This is an optimization exercise on Yosys and OpenROAD, whose aim is small area, a short achievable clock period and few clock cycles, not a production implementation. Only simulation tests tie the RTL to the original design; equivalence was not proved.

## flow/design.v (module list and top-level ports; edited modules follow where they fit)
// module tx_path: 94 lines
// module tx_rnd_u: 637 lines
// module tx_rnd_w: 661 lines
// module rx_path: 186 lines
// module rx_sign: 2705 lines
// module dpsk_modem: 51 lines
module dpsk_modem (
  input  logic        clk,
  input  logic        rst_n,
  input  logic        cfg_qpsk,      
  input  logic        cfg_bypass,    
  input  logic        tx_in_valid,
  output logic        tx_in_ready,
  input  logic [7:0]  tx_in_data,
  input  logic        tx_in_last,
  output logic        tx_out_valid,
  input  logic        tx_out_ready,
  output logic [31:0] tx_out_data,
  output logic        tx_out_last,
  input  logic        rx_in_valid,
  output logic        rx_in_ready,
  input  logic [31:0] rx_in_data,
  input  logic        rx_in_last,
  output logic        rx_out_valid,
  input  logic        rx_out_ready,
  output logic [7:0]  rx_out_data,
  output logic        rx_out_last
);
  // ...
==> flow/flow/run.sh <==
#!/bin/bash
set -e
cd "$(dirname "$0")/.."
export SETUP_SLACK_MARGIN=${SETUP_SLACK_MARGIN:-8.5}
bash standard.sh > standard.log 2>&1
==> flow/standard.sh <==
#!/bin/bash
# synth_recipe.tcl (not shown) runs the flow's synth.tcl, then flattens the netlist and writes it again
# the make line also repeats each setting of config.mk as NAME=value (left out here)
make -C /OpenROAD-flow-scripts/flow DESIGN_CONFIG=/design/flow/config.mk WORK_HOME=/design/flow/orfs CLKGATE_MAP_FILE= SYNTH_SCRIPT=/design/flow/synth_recipe.tcl "${@:-finish}"
==> flow/config.mk <==
export PLATFORM = sky130hd
export DESIGN_NAME = dpsk_modem
export DESIGN_NICKNAME = dpsk_modem
export VERILOG_FILES = /design/flow/design.v
export SDC_FILE = /design/flow/constraint.sdc
export NUM_CORES = 4
export LEC_CHECK = 0
export CAP_MARGIN = 20
export CORE_MARGIN = 2
export CORE_UTILIZATION = 40
export SLEW_MARGIN = 20
==> flow/constraint.sdc <==
create_clock -name core_clock -period 14.0 [get_ports {clk}]
set_input_delay 2.8000 -clock core_clock [delete_from_list [all_inputs] [get_ports {clk}]]
set_output_delay 2.8000 -clock core_clock [all_outputs]
set_load 0.01 [all_outputs]
==> reports/qor.yml, run 1 <==
status: "timing/DRC/antenna clean"
cts_resized: 194
post_dp_cell_area_um2: 48300
gp_congestion: 1.01
highest_layer: "met4"
r2r_end: "u_tx.pQ[15]"
synth-compound-area-share: 0.165
drtPass1Iterations: 6
clk_pin_slew_worst_paths_ps: 70
path_delay_family: "adder cells"
rows: 123
ys_ff_latch: 203
multi_input_gates: 3387
fill_cells: 10600
fp.dieW_um: 341
holdPathEnd: "u_rx.l2"
fin_crit_ps: 6420
finalCritPeriodShare: 0.458
postSynthNetCount: 5972
cts_tree: "built"
seqAreaFraction: 0.104
ff_latch_area_um2: 5440
overflow: 0
crit_end: "u_tx.pQ[15]"
grtUsageMet2: 0.452
io_pins: 96
post-place-ws_ps: 6650
groute.layer.met1.usage: 0.380
fp.dieH_um: 341
hold_viol_final: 0
final_layout_size_suffix_gt1_frac: 0.151
synthArstFlopShare: 0.409
stdcell_count: 6457
synth_area_leaders: "fa_1, xnor2_1, ha_1, a22oi_1, inv_1"
dr_wl_met2_um: 75600
finalInstanceArea_um2: 52100
multi_input_area_um2: 37000
initial_core_util: 0.404
Testbench counts, summed over its fixed seeds: cycles 2,352.
==> run 2: changes to the inputs <==
==> flow/flow/run.sh (replaced) <==
#!/bin/bash
set -e
cd "$(dirname "$0")/.."
export SETUP_SLACK_MARGIN=${SETUP_SLACK_MARGIN:-7.5}
bash standard.sh > standard.log 2>&1
==> reports/qor.yml, run 2 <==
synth.distinct_cells: 98  # unchanged
cp_slowest_stage_delay_ps: 670  # was 680 ps
fill_cells: 10600  # about the same
fp.dieH_um: 341  # unchanged
cp_num_buf_inv: 7  # unchanged
fp.dieW_um: 341  # unchanged
synth_top_area_frac: 0.319  # unchanged
wl_per_cell_um: 26.2  # about the same
hold_viol_final: 0  # unchanged
grt_setup_unrepaired: "true"  # unchanged
startpoint_type: "register"  # unchanged
setup_viol: 0  # unchanged
port_buffers: 95  # unchanged
hold_path_class: "register to register"  # unchanged
clockBufferDepth: 3  # unchanged
ys.flop_type: "edfxtp_1"  # unchanged
fin_skew_ps: 32.3  # was 23.4 ps
critical_path_arrival_ps: 6980  # was 6900 ps
synth_area_leaders: "fa_1, xnor2_1, ha_1, a22oi_1, inv_1"  # unchanged
h-tree-depth: 1  # unchanged
dieArea_um2: 116000  # unchanged
clk_pin_slew_worst_paths_ps: 60  # was 70 ps
status: "timing/DRC/antenna clean"  # unchanged
drtPass1Iterations: 9  # was 6
synthArstFlopShare: 0.409  # unchanged
r2r_cells: 25  # was 26
criticalPathCategory: "register to register"  # unchanged
yosysSeqAreaShare: 0.118  # unchanged
synth.most_common_cell: "inv_1"  # unchanged
tns_ps: 0  # unchanged
grt_first_pass_wirelength_um: 253000  # was 254,000 um
track_usage: 0.288  # was 0.289
synth_edf_count: 83  # unchanged
synthCells: 4880  # unchanged
cts_buffers: 29  # was 27
core_area_um2: 112000  # unchanged
fmax_ghz: 0.154  # was 0.156 GHz
crit_end: "u_tx.pQ[15]"  # unchanged
drc: 0  # unchanged
root_buffer: "clkbuf_16"  # unchanged
cp_max_fo: 5  # was 3
clk_latency_ps: 640  # was 630 ps
startpoint: "u_tx.pI[4]"  # unchanged
ys_ff_latch: 203  # unchanged
drt_wl_total_um: 169000  # about the same
antenna_found_initial: 0  # was 3
tightest_slew_ps: 1170  # was 1420 ps
final_cell_mix: "inv_1, fa_1, xnor2_1, a22oi_1, ha_1"  # was inv_1, fa_1, xnor2_1, a22oi_1, buf_4
path_delay_family: "adder cells"  # unchanged
final_layout_size_suffix_gt1_frac: 0.127  # was 0.151
drv_cap: 0  # unchanged
io_pins: 96  # unchanged
cts_hold_buf: 0  # unchanged
avgViaCountPerCell: 5.96  # was 5.94
finalMaxSlewViolations: 0  # unchanged
netlist_top_cells_count: "inv_1, fa_1, xnor2_1"  # unchanged
vias: 38300  # was 38.4k
reg2reg_slack_ps: 7510  # was 7580 ps
overflow: 0  # unchanged
multi_input_area_um2: 36200  # was 37,000 um^2
rows: 123  # unchanged
clock-sinks: 203  # unchanged
grt_pass1_vias: 39600  # was 39.7k
yosysWarningCount: 5  # unchanged
syn_to_final_growth_pct: 12.4  # was 14.7%
cp_data_required_time_ps: 14480  # about the same
final_common_cell: "inv_1"  # unchanged
initial_core_util: 0.404  # unchanged
grt_max_degree: 54  # was 55
worst_path_max_delay_cell: "dfstp_4"  # unchanged
ff_latch_area_um2: 5420  # was 5440 um^2
fin_util: 0.454  # was 0.463
r2r-start: "u_tx.pI[4]"  # unchanged
crit_top_cell: "fa_1"  # was ha_4
drtAntennaViolNets: 0  # unchanged
first_iter_violations: 4135  # was 4,220
crit_path_end_kind: "register"  # unchanged
yosysTopAreaCell: "fa_1"  # unchanged
worstHoldStart: "u_rx.l1"  # unchanged
antennaDiodeCount: 0  # unchanged
synthesis.area_um2: 45400  # unchanged
finalCritPeriodShare: 0.464  # was 0.458
cts_tree: "built"  # unchanged
hpwl_um: 113000  # about the same
postSynthNetCount: 5972  # unchanged
gp_congestion: 1.00  # was 1.01
synth_area_per_cell_um2: 9.31  # unchanged
slew_headroom: 0.220  # was 0.0483
layout.nets: 5995  # was 6,028
fin_crit_ps: 6490  # was 6420 ps
crit_cells: 25  # was 26
r2r_end: "u_tx.pQ[15]"  # unchanged
==> run 2: timing repair <==
item / in CTS / in global routing
pin swaps: 33 / 81
endpoints found under the hold margin: 0 / 0
buffers inserted: 78 / 74
gates cloned: 0 / 0
gates resized for setup: 113 / 143
endpoints found under the setup margin: 30 / 31
==> run 2: how the worst min path moves through the flow <==
stage,endpoint,slack (ps),cells after the start
after floorplan,u_rx.l2,320,0
after global placement,u_rx.l2,330,0
after detailed placement,u_rx.l2,340,0
after CTS,u_rx.l2,350,0
after global routing,u_rx.l2,350,0
final,u_rx.l2,340,0
==> run 2: area by class of cell <==
type | instances | area share
Inverter | 929 | 0.0705
Sequential cell | 203 | 0.106
Tap cell | 1500 | 0.0367
Multi-Input combinational cell | 3387 | 0.709
Clock buffer | 35 | 0.0150
Timing Repair Buffer | 353 | 0.0581
Clock inverter | 19 | 0.00456
==> run 2: layer usage <==
| layer | GRT usage | part of all wire |
|---|---|---|
| met2 | 0.451 | 0.45 |
| met5 | 0 | 0 |
| met1 | 0.383 | 0.39 |
| met4 | 0.131 | 0.055 |
| met3 | 0.0609 | 0.11 |
==> run 2: per-stage QoR <==
| step | instances | hold slack (ps) | area (um^2) | setup slack (ps) |
|---|---|---|---|---|
| after floorplan | 4880 | 323 | 45400 | 7540 |
| after global placement | 6220 | 332 | 47700 | 6270 |
| after detailed placement | 6220 | 336 | 47700 | 6110 |
| after CTS | 6352 | 348 | 49800 | 7490 |
| after global routing | 6426 | 353 | 51100 | 7400 |
| final | 6426 | 343 | 51100 | 7510 |
==> run 2: cells by family (layout without fill, tap and decap cells) <==
group           count (synthesis)  count (layout)  synth area share
simple gates                  583             583            0.0648
mux                            58              58            0.0139
buf+inv                      1290            1336             0.107
flops                         203             203             0.118
xor+xnor                      639             639             0.124
compound gates               1065            1065             0.165
fa+ha+maj                    1042            1042             0.407
==> run 3: changes to the inputs <==
==> flow/flow/run.sh (replaced) <==
#!/bin/bash
set -e
cd "$(dirname "$0")/.."
export SETUP_SLACK_MARGIN=${SETUP_SLACK_MARGIN:-10}
bash standard.sh > standard.log 2>&1
==> reports/qor.yml, run 3 <==
multi_input_area_um2: 38100  # was 36,200 um^2
grt_first_pass_wirelength_um: 271000  # was 253,000 um
clockBufferDepth: 3  # unchanged
setup_viol: 0  # unchanged
criticalPathCategory: "register to register"  # unchanged
drv_cap: 0  # unchanged
cp_slowest_stage_delay_ps: 680  # was 670 ps
core_area_um2: 112000  # unchanged
r2r-start: "u_tx.pI[4]"  # unchanged
hpwl_um: 110000  # was 113,000 um
dieArea_um2: 116000  # unchanged
finalMaxSlewViolations: 0  # unchanged
final_layout_size_suffix_gt1_frac: 0.255  # was 0.127
antenna_found_initial: 15  # was 0
fp.dieW_um: 341  # unchanged
ff_latch_area_um2: 5470  # was 5420 um^2
port_buffers: 95  # unchanged
tightest_slew_ps: 1060  # was 1170 ps
root_buffer: "clkbuf_16"  # unchanged
drt_wl_total_um: 185000  # was 169,000 um
fill_cells: 10100  # was 10.6k
synthesis.area_um2: 45400  # unchanged
ys_ff_latch: 203  # unchanged
fmax_ghz: 0.155  # was 0.154 GHz
startpoint_type: "register"  # unchanged
fin_util: 0.512  # was 0.454
crit_path_end_kind: "register"  # unchanged
synth.most_common_cell: "inv_1"  # unchanged
final_cell_mix: "inv_1, fa_1, xnor2_1, a22oi_1, buf_4"  # was inv_1, fa_1, xnor2_1, a22oi_1, ha_1
vias: 40700  # was 38.3k
reg2reg_slack_ps: 7530  # was 7510 ps
netlist_top_cells_count: "inv_1, fa_1, xnor2_1"  # unchanged
grt_setup_unrepaired: "true"  # unchanged
cp_num_buf_inv: 8  # was 7
synthCells: 4880  # unchanged
cts_buffers: 26  # was 29
yosysSeqAreaShare: 0.118  # unchanged
synth_area_per_cell_um2: 9.31  # unchanged
crit_end: "u_tx.pQ[14]"  # was u_tx.pQ[15]
yosysTopAreaCell: "fa_1"  # unchanged
r2r_end: "u_tx.pQ[14]"  # was u_tx.pQ[15]
r2r_cells: 27  # was 25
crit_cells: 27  # was 25
fin_skew_ps: 28.8  # was 32.3 ps
hold_path_class: "register to register"  # unchanged
cp_data_required_time_ps: 14510  # was 14,480 ps
ys.flop_type: "edfxtp_1"  # unchanged
hold_viol_final: 0  # unchanged
yosysWarningCount: 5  # unchanged
synth_area_leaders: "fa_1, xnor2_1, ha_1, a22oi_1, inv_1"  # unchanged
drtPass1Iterations: 9  # unchanged
drtAntennaViolNets: 0  # unchanged
clk_latency_ps: 640  # about the same
grt_max_degree: 55  # was 54
cts_tree: "built"  # unchanged
clock-sinks: 203  # unchanged
avgViaCountPerCell: 6.04  # was 5.96
clk_pin_slew_worst_paths_ps: 70  # was 60 ps
first_iter_violations: 5052  # was 4,135
path_delay_family: "adder cells"  # unchanged
critical_path_arrival_ps: 6970  # was 6980 ps
drc: 0  # unchanged
synth_edf_count: 83  # unchanged
wl_per_cell_um: 27.4  # was 26.2 um
rows: 123  # unchanged
fin_crit_ps: 6470  # was 6490 ps
slew_headroom: 0.294  # was 0.220
syn_to_final_growth_pct: 26.7  # was 12.4%
synth.distinct_cells: 98  # unchanged
finalCritPeriodShare: 0.462  # was 0.464
postSynthNetCount: 5972  # unchanged
overflow: 0  # unchanged
tns_ps: 0  # unchanged
worst_path_max_delay_cell: "dfstp_4"  # unchanged
h-tree-depth: 1  # unchanged
layout.nets: 6307  # was 5,995
cts_hold_buf: 0  # unchanged
status: "timing/DRC/antenna clean"  # unchanged
track_usage: 0.312  # was 0.288
synth_top_area_frac: 0.319  # unchanged
startpoint: "u_tx.pI[4]"  # unchanged
io_pins: 96  # unchanged
cp_max_fo: 5  # unchanged
grt_pass1_vias: 41500  # was 39.6k
synthArstFlopShare: 0.409  # unchanged
fp.dieH_um: 341  # unchanged
gp_congestion: 0.978  # was 1.00
final_common_cell: "inv_1"  # unchanged
initial_core_util: 0.404  # unchanged
[run 3: routing by layer]
metal,global-route usage,vias up,routed length (um)
li1,-,16700,-
met3,0.104,751,25400
met2,0.454,2891,76800
met5,0.00694,-,185
met1,0.412,20400,69600
met4,0.159,20,12600
[run 3: timing repair]
| item | CTS | global route |
|---|---|---|
| gates resized for setup | 844 | 220 |
| cloned | 39 | 3 |
| endpoints found under the setup margin | 170 | 98 |
| setup buffers | 365 | 62 |
| pin swaps | 232 | 218 |
[run 3: worst min-delay path by stage]
stage | start | endpoint | cells after the start
finish | u_rx.l1 | u_rx.l2 | 0
global route | u_rx.l1 | u_rx.l2 | 0
CTS | u_rx.l1 | u_rx.l2 | 0
detailed placement | u_rx.l1 | u_rx.l2 | 0
global placement | u_rx.l1 | u_rx.l2 | 0
floorplan | u_rx.l1 | u_rx.l2 | 0
[run 3: kinds of logic after synthesis]
logic type | share of synthesized area
flops | 0.118
fa+ha+maj | 0.407
compound gates | 0.165
buf+inv | 0.107
mux | 0.0139
xor+xnor | 0.124
simple gates | 0.0648
[run 3: final cells by class]
type,instances,share of cell area
antenna,4,0.000174
clock buffer,32,0.0120
clock inverter,16,0.00265
inverter,929,0.0637
multi-input combinational,3387,0.663
sequential,203,0.0950
tap,1500,0.0326
timing repair buffer,668,0.131
[run 3: stage by stage]
step / instance area, um^2 / hold slack, ps / setup WS (ps) / std cells
floorplan: 47300 / 323 / 7920 / 4880
global placement: 48600 / 329 / 6770 / 6218
detailed placement: 48600 / 332 / 6760 / 6218
CTS: 56100 / 345 / 7610 / 6670
global route: 57500 / 360 / 7410 / 6736
finish: 57500 / 344 / 7530 / 6739
==> run 4: changes to the inputs <==
==> flow/run.sh (new file) <==
#!/bin/bash
# synth_recipe.tcl (not shown) runs the flow's synth.tcl, then flattens the netlist and writes it again
# the make line also repeats each setting of config.mk as NAME=value (left out here)
make -C /OpenROAD-flow-scripts/flow DESIGN_CONFIG=/design/flow/config.mk WORK_HOME=/design/flow/orfs CLKGATE_MAP_FILE= SYNTH_SCRIPT=/design/flow/synth_recipe.tcl finish
removed: flow/flow/run.sh
removed: flow/standard.sh
==> reports/qor.yml, run 4 <==
status: "timing/DRC/antenna clean"  # unchanged
fill_cells: 11000  # was 10.1k
synthesis.area_um2: 45400  # unchanged
synthCells: 4880  # unchanged
crit_path_end_kind: "register"  # unchanged
grt_setup_unrepaired: "false"  # was true
finalMaxSlewViolations: 0  # unchanged
drv_cap: 0  # unchanged
avgViaCountPerCell: 5.87  # was 6.04
cp_num_buf_inv: 4  # was 8
drt_wl_total_um: 163000  # was 185,000 um
grt_pass1_vias: 38800  # was 41.5k
final_common_cell: "inv_1"  # unchanged
r2r-start: "u_tx.pQ[13]"  # was u_tx.pI[4]
tns_ps: 0  # unchanged
hold_ws_ps: 337  # was 344 ps
h-tree-depth: 1  # unchanged
clock-sinks: 203  # unchanged
r2r_end: "u_tx.pI[15]"  # was u_tx.pQ[14]
core_area_um2: 112000  # unchanged
synth_area_leaders: "fa_1, xnor2_1, ha_1, a22oi_1, inv_1"  # unchanged
vias: 36900  # was 40.7k
reg2reg_slack_ps: 5980  # was 7530 ps
root_buffer: "clkbuf_16"  # unchanged
crit_end: "u_tx.pI[15]"  # was u_tx.pQ[14]
cp_data_required_time_ps: 14510  # about the same
cts_resized: 0  # was 844
r2r_cells: 23  # was 27
critical_path_arrival_ps: 8530  # was 6970 ps
clockBufferDepth: 3  # unchanged
rows: 123  # unchanged
synth_edf_count: 83  # unchanged
path_cells: "inv_1 -> ha_1 -> inv_1 -> fa_1 -> fa_1 -> ha_1 -> inv_1 -> fa_1 -> fa_1 -> inv_1 -> ha_1 -> ha_1 -> and3_1 -> nand2_1 -> nor3_1 -> o21ai_0 -> a211oi_1 -> o21ai_0 -> nand4_1 -> or3b_1 -> nand3_1 -> a221oi_1 -> o41ai_1"
yosysSeqAreaShare: 0.118  # unchanged
track_usage: 0.281  # was 0.312
fmax_ghz: 0.125  # was 0.155 GHz
yosysWarningCount: 5  # unchanged
yosysTopAreaCell: "fa_1"  # unchanged
hold_viol_final: 0  # unchanged
tightest_slew_ps: 1190  # was 1060 ps
final_cell_mix: "inv_1, fa_1, xnor2_1, a22oi_1, ha_1"  # was inv_1, fa_1, xnor2_1, a22oi_1, buf_4
cts_hold_buf: 0  # unchanged
gp_congestion: 1.01  # was 0.978
startpoint: "u_tx.pQ[13]"  # was u_tx.pI[4]
slew_headroom: 0.205  # was 0.294
cts_tree: "built"  # unchanged
fin_crit_ps: 8020  # was 6470 ps
synthArstFlopShare: 0.409  # unchanged
grt_first_pass_wirelength_um: 247000  # was 271,000 um
io_pins: 96  # unchanged
postSynthNetCount: 5972  # unchanged
finalCritPeriodShare: 0.573  # was 0.462
synth_top_area_frac: 0.319  # unchanged
cp_max_fo: 9  # was 5
fin_skew_ps: 54.2  # was 28.8 ps
drtPass1Iterations: 8  # was 9
cts_buffers: 29  # was 26
netlist_top_cells_count: "inv_1, fa_1, xnor2_1"  # unchanged
dieArea_um2: 116000  # unchanged
fp.dieW_um: 341  # unchanged
ys.flop_type: "edfxtp_1"  # unchanged
crit_cells: 23  # was 27
clk_latency_ps: 660  # was 640 ps
worst_path_max_delay_cell: "a211oi_1"  # was dfstp_4
drc: 0  # unchanged
first_iter_violations: 3621  # was 5,052
antenna_found_initial: 2  # was 15
overflow: 0  # unchanged
syn_to_final_growth_pct: 7.26  # was 26.7%
grt_max_degree: 43  # was 55
port_buffers: 95  # unchanged
synth.distinct_cells: 98  # unchanged
final_layout_size_suffix_gt1_frac: 0.0602  # was 0.255
hold_path_class: "register to register"  # unchanged
wl_per_cell_um: 26.0  # was 27.4 um
cts_setup_buffers: 0  # was 365
clk_pin_slew_worst_paths_ps: 70  # about the same
synth.most_common_cell: "inv_1"  # unchanged
hpwl_um: 115000  # was 110,000 um
drtAntennaViolNets: 0  # unchanged
ys_ff_latch: 203  # unchanged
criticalPathCategory: "register to register"  # unchanged
cp_slowest_stage_delay_ps: 970  # was 680 ps
setup_viol: 0  # unchanged
startpoint_type: "register"  # unchanged
path_delay_family: "adder cells"  # unchanged
fp.dieH_um: 341  # unchanged
initial_core_util: 0.404  # unchanged
layout.nets: 5850  # was 6,307
synth_area_per_cell_um2: 9.31  # unchanged
[run 4: cell counts after synthesis]
No cell type changed its count.
[run 4: layout make-up]
| class | instances | area, um^2 | area share |
|---|---|---|---|
| tap | 1500 | 1880 | 0.0385 |
| timing repair buffer | 208 | 1800 | 0.0369 |
| sequential | 203 | 5350 | 0.110 |
| clock buffer | 38 | 790 | 0.0162 |
| antenna | 1 | 2.50 | 0.0000514 |
| multi-input combinational | 3387 | 35200 | 0.723 |
| clock inverter | 16 | 200 | 0.00411 |
| inverter | 929 | 3490 | 0.0716 |
[run 4: cells by family after synthesis]
family | Yosys count | synth area share
XOR/XNOR | 639 | 0.124
buffers and inverters | 1290 | 0.107
AO/OA/AOI/OAI | 1065 | 0.165
multiplexers | 58 | 0.0139
flip-flops | 203 | 0.118
adder cells (fa/ha/maj) | 1042 | 0.407
AND/OR/NAND/NOR | 583 | 0.0648
[run 4: layer usage]
layer | GRT usage | part of all wire | wire, um
met1 | 0.380 | 0.40 | 66000
met2 | 0.442 | 0.45 | 73400
met3 | 0.0555 | 0.10 | 16300
met4 | 0.118 | 0.047 | 7600
met5 | 0 | 0.00014 | 23
[run 4: worst min-delay path by stage]
stage | startpoint | end | slack (ps) | depth (start not counted)
2_1_floorplan | u_rx.l1 | u_rx.l2 | 320 | 0
3_3_place_gp | u_rx.l1 | u_rx.l2 | 330 | 0
3_5_place_dp | u_rx.l1 | u_rx.l2 | 330 | 0
4_1_cts | u_rx.l1 | u_rx.l2 | 340 | 0
5_1_grt | u_rx.l1 | u_rx.l2 | 350 | 0
6_report | u_rx.l1 | u_rx.l2 | 340 | 0
[run 4: per-stage QoR]
step / setup slack, ps / std cells / cell area (um^2) / utilization
after floorplan: 7440 / 4880 / 45400 / -
after global placement: 6160 / 6227 / 47700 / 0.424
after detailed placement: 6150 / 6227 / 47700 / 0.424
after CTS: 6100 / 6281 / 48700 / 0.433
after global routing: 5580 / 6281 / 48700 / 0.433
final: 5980 / 6282 / 48700 / 0.433

-- separate check: timing with driven ports --
The flow's constraints put no driver on any port. The routed layouts listed below were extracted and timed again, unchanged, in two steps.
Step 1 (the two cells are an assumption about what drives the block):
set clk [get_ports {clk}]
set_driving_cell -lib_cell sky130_fd_sc_hd__clkbuf_16 $clk
set_driving_cell -lib_cell sky130_fd_sc_hd__buf_2 [delete_from_list [all_inputs] $clk]
Step 2 times the ports against the registers' clock, not the clock port: input delays grow and output delays shrink by t, the midpoint of the rising clock arrivals with the driver on.
Slacks: ideal / step 1 / step 2; pairs: ideal / step 1.
run	t, ns	setup slack, ns	worst data-port slew with drivers (ns)	cell pins on the clock port's net
run 1	0.680	7.584 / 7.584 / 7.584	0.08	1
run 2	0.694	7.507 / 7.507 / 7.507	0.09	1
run 3	0.701	7.534 / 7.534 / 7.534	0.08	1
run 4	0.699	5.980 / 5.980 / 5.980	0.10	1
After both steps setup and hold are still met in every run listed.
